Background: an optimization exercise with open tools, aiming at small area. Do not read the settings as production practice. RTL that was checked went through simulation tests only; none was proved equivalent to the original. No activity file was given, so power comes from the tool's default toggle rates.

==> flow/design.v <==
module i2c_Slave (
    input scl,
    input clk,
    input rst,
    input sda_i,
    output sda_oe,
    output reg busy,
    output reg ack_err,
    output reg done
);
    reg [1023:0] m;       
    reg [3:0] c;          
    reg fl;               
    reg pw;               
    reg [7:0] r_addr;
    reg [6:0] addr;
    reg [7:0] din;
    reg sda_t;
    reg sda_en;
    reg [3:0] bitcnt;
    reg [3:0] state;
    localparam IDLE = 0, READ_ADDR = 1, SEND_ACK1 = 2, SEND_DATA = 3,
               MASTER_ACK = 4, READ_DATA = 5, SEND_ACK2 = 6,
               WAIT_P = 7, DETECT_STOP = 8;
    wire hit = pw && (addr[3:0] == ~c);
    integer r, p;
    always @(posedge clk) begin
        for (r = 0; r < 8; r = r + 1) begin
            for (p = 15; p > 0; p = p - 1)
                m[(r*16+p)*8 +: 8] <= m[(r*16+p-1)*8 +: 8];
            if (fl)
                m[(r*16)*8 +: 8] <= {1'b0, r[2:0], ~c};
            else if (hit && addr[6:4] == r)
                m[(r*16)*8 +: 8] <= din;
            else
                m[(r*16)*8 +: 8] <= m[(r*16+15)*8 +: 8];
        end
    end
    always @(posedge clk) begin
        if (rst) begin
            c <= 0;
            fl <= 1;
        end else begin
            c <= c + 1;
            if (c == 15)
                fl <= 0;
        end
    end
    wire [3:0] rpos = addr[3:0] + c;
    wire [7:0] rbyte = m[{addr[6:4], rpos} * 8 +: 8];
    reg sda_prev;
    reg scl_prev;
    always @(posedge clk) begin
        if (rst) begin
            sda_prev <= 1;
            scl_prev <= 1;
        end else begin
            sda_prev <= sda_i;
            scl_prev <= scl;
        end
    end
    wire start_condition = (sda_prev == 1 && sda_i == 0 && scl_prev && scl);
    wire stop_condition  = (sda_prev == 0 && sda_i == 1 && scl_prev && scl);
    wire scl_rise = !scl_prev && scl;
    wire scl_fall = scl_prev && !scl;
    always @(posedge clk) begin
        if (rst) begin
            bitcnt <= 0;
            state <= IDLE;
            r_addr <= 0;
            sda_en <= 0;
            sda_t <= 0;
            addr <= 0;
            pw <= 0;
            din <= 0;
            ack_err <= 0;
            done <= 0;
            busy <= 0;
        end else begin
            done <= 0;
            if (hit)
                pw <= 0;
            if (start_condition) begin
                busy <= 1;
                state <= READ_ADDR;
                bitcnt <= 0;
                sda_en <= 0;
            end else if (stop_condition && state != IDLE) begin
                busy <= 0;
                done <= (state == DETECT_STOP);
                sda_en <= 0;
                state <= IDLE;
            end else begin
                case (state)
                    IDLE: begin
                        sda_en <= 0;
                    end
                    READ_ADDR: begin
                        if (bitcnt < 8) begin
                            if (scl_rise) begin
                                r_addr <= {r_addr[6:0], sda_i};
                                bitcnt <= bitcnt + 1;
                            end
                        end else if (scl_fall) begin
                            addr <= r_addr[7:1];
                            state <= SEND_ACK1;
                            sda_en <= 1;
                            sda_t <= 0;
                            bitcnt <= 0;
                        end
                    end
                    SEND_ACK1: begin
                        if (scl_fall) begin
                            if (r_addr[0]) begin
                                sda_en <= 1;
                                sda_t <= rbyte[7];
                                state <= SEND_DATA;
                            end else begin
                                sda_en <= 0;
                                state <= READ_DATA;
                            end
                        end
                    end
                    READ_DATA: begin
                        if (bitcnt < 8) begin
                            if (scl_rise) begin
                                din <= {din[6:0], sda_i};
                                bitcnt <= bitcnt + 1;
                            end
                        end else if (scl_fall) begin
                            pw <= 1;
                            state <= SEND_ACK2;
                            bitcnt <= 0;
                            sda_en <= 1;
                            sda_t <= 0;
                        end
                    end
                    SEND_ACK2: begin
                        if (scl_fall) begin
                            sda_en <= 0;
                            state <= DETECT_STOP;
                        end
                    end
                    SEND_DATA: begin
                        if (scl_fall) begin
                            if (bitcnt == 7) begin
                                bitcnt <= 0;
                                sda_en <= 0;
                                state <= MASTER_ACK;
                            end else begin
                                sda_t <= rbyte[6 - bitcnt];
                                bitcnt <= bitcnt + 1;
                            end
                        end
                    end
                    MASTER_ACK: begin
                        if (scl_rise) begin
                            ack_err <= (sda_i == 0) ? 1 : 0;
                            state <= DETECT_STOP;
                        end
                    end
                    DETECT_STOP: begin
                    end
                    default: state <= IDLE;
                endcase
            end
        end
    end
    assign sda_oe = sda_en && sda_t == 0;
endmodule
make LEC_CHECK=0 CAP_MARGIN=20 CORE_MARGIN=2 CORE_UTILIZATION=40 SLEW_MARGIN=20 finish   # period 10.0 ns
run.sh (not shown) runs the stock make flow with config.mk's settings and CLKGATE_MAP_FILE= SYNTH_SCRIPT=/design/flow/synth_recipe.tcl, a recipe that flattens the netlist after the stock synthesis.
Edit:
--- a/flow/design.v
+++ b/flow/design.v
@@ -7,48 +7,33 @@
     output reg busy,
     output reg ack_err,
     output reg done
 );
-    reg [1023:0] m;       
-    reg [3:0] c;          
-    reg fl;               
-    reg pw;               
+    reg [7:0] mem [0:127];
     reg [7:0] r_addr;
     reg [6:0] addr;
-    reg [7:0] din;
+    reg [7:0] dout, din;
+    reg r_mem, w_mem;
     reg sda_t;
     reg sda_en;
     reg [3:0] bitcnt;
     reg [3:0] state;
     localparam IDLE = 0, READ_ADDR = 1, SEND_ACK1 = 2, SEND_DATA = 3,
                MASTER_ACK = 4, READ_DATA = 5, SEND_ACK2 = 6,
                WAIT_P = 7, DETECT_STOP = 8;
-    wire hit = pw && (addr[3:0] == ~c);
-    integer r, p;
+    integer i;
     always @(posedge clk) begin
-        for (r = 0; r < 8; r = r + 1) begin
-            for (p = 15; p > 0; p = p - 1)
-                m[(r*16+p)*8 +: 8] <= m[(r*16+p-1)*8 +: 8];
-            if (fl)
-                m[(r*16)*8 +: 8] <= {1'b0, r[2:0], ~c};
-            else if (hit && addr[6:4] == r)
-                m[(r*16)*8 +: 8] <= din;
-            else
-                m[(r*16)*8 +: 8] <= m[(r*16+15)*8 +: 8];
+        if (rst) begin
+            for (i = 0; i < 128; i = i + 1)
+                mem[i] <= i;
+            dout <= 0;
+        end else begin
+            if (r_mem)
+                dout <= mem[addr];
+            if (w_mem)
+                mem[addr] <= din;
         end
     end
-    always @(posedge clk) begin
-        if (rst) begin
-            c <= 0;
-            fl <= 1;
-        end else begin
-            c <= c + 1;
-            if (c == 15)
-                fl <= 0;
-        end
-    end
-    wire [3:0] rpos = addr[3:0] + c;
-    wire [7:0] rbyte = m[{addr[6:4], rpos} * 8 +: 8];
     reg sda_prev;
     reg scl_prev;
     always @(posedge clk) begin
         if (rst) begin
@@ -70,17 +55,18 @@
             r_addr <= 0;
             sda_en <= 0;
             sda_t <= 0;
             addr <= 0;
-            pw <= 0;
+            r_mem <= 0;
+            w_mem <= 0;
             din <= 0;
             ack_err <= 0;
             done <= 0;
             busy <= 0;
         end else begin
+            r_mem <= 0;
+            w_mem <= 0;
             done <= 0;
-            if (hit)
-                pw <= 0;
             if (start_condition) begin
                 busy <= 1;
                 state <= READ_ADDR;
                 bitcnt <= 0;
@@ -102,8 +88,9 @@
                                 bitcnt <= bitcnt + 1;
                             end
                         end else if (scl_fall) begin
                             addr <= r_addr[7:1];
+                            r_mem <= r_addr[0];
                             state <= SEND_ACK1;
                             sda_en <= 1;
                             sda_t <= 0;
                             bitcnt <= 0;
@@ -112,9 +99,9 @@
                     SEND_ACK1: begin
                         if (scl_fall) begin
                             if (r_addr[0]) begin
                                 sda_en <= 1;
-                                sda_t <= rbyte[7];
+                                sda_t <= dout[7];
                                 state <= SEND_DATA;
                             end else begin
                                 sda_en <= 0;
                                 state <= READ_DATA;
@@ -127,9 +114,9 @@
                                 din <= {din[6:0], sda_i};
                                 bitcnt <= bitcnt + 1;
                             end
                         end else if (scl_fall) begin
-                            pw <= 1;
+                            w_mem <= 1;
                             state <= SEND_ACK2;
                             bitcnt <= 0;
                             sda_en <= 1;
                             sda_t <= 0;
@@ -147,9 +134,9 @@
                                 bitcnt <= 0;
                                 sda_en <= 0;
                                 state <= MASTER_ACK;
                             end else begin
-                                sda_t <= rbyte[6 - bitcnt];
+                                sda_t <= dout[6 - bitcnt];
                                 bitcnt <= bitcnt + 1;
                             end
                         end
                     end
Die area went up by well over a third.
Wire length went up by well over a third.
Clock skew went up by 0.014 ns.
Setup slack gets better by 0.42 ns.
Fmax went up by roughly a tenth.
Total power went up by roughly a tenth.
Global-route usage went up by 5.3 points.
Via count went up by well over a third.
Function not checked in the first run of this note: the RTL went through the layout flow alone.

-- port drivers added, routing unchanged --
In the flow no input, the clock included, has a driving cell. The finished layouts below were timed again as built, in two steps.
Step 1 assumes that a clkbuf_16 drives the clock port and a buf_2 every other input.
Step 2 moves the port delays by t, midway between the first and last clock arrival at a register: inputs arrive t later, outputs are due t later. That takes back most of the time a late clock gives input paths.
a / b / c = ideal / step 1 / step 2; a / b = the first two.
| run | t (ns) | setup slack, ns | hold WS [ns] | cell pins on the clock port's net |
|---|---|---|---|---|
| the first run | 0.728 | 5.114 / 5.114 / 5.114 | 0.339 / 0.339 / 0.339 | 1 |
| the second run | 0.772 | 5.531 / 5.572 / 4.800 | 0.459 / 0.459 / 0.459 | 1 |
After both steps every run listed still meets setup and hold. The setup slack of the second run, which loses most, moves by +0.041 ns with the drivers and by -0.731 ns with both steps.
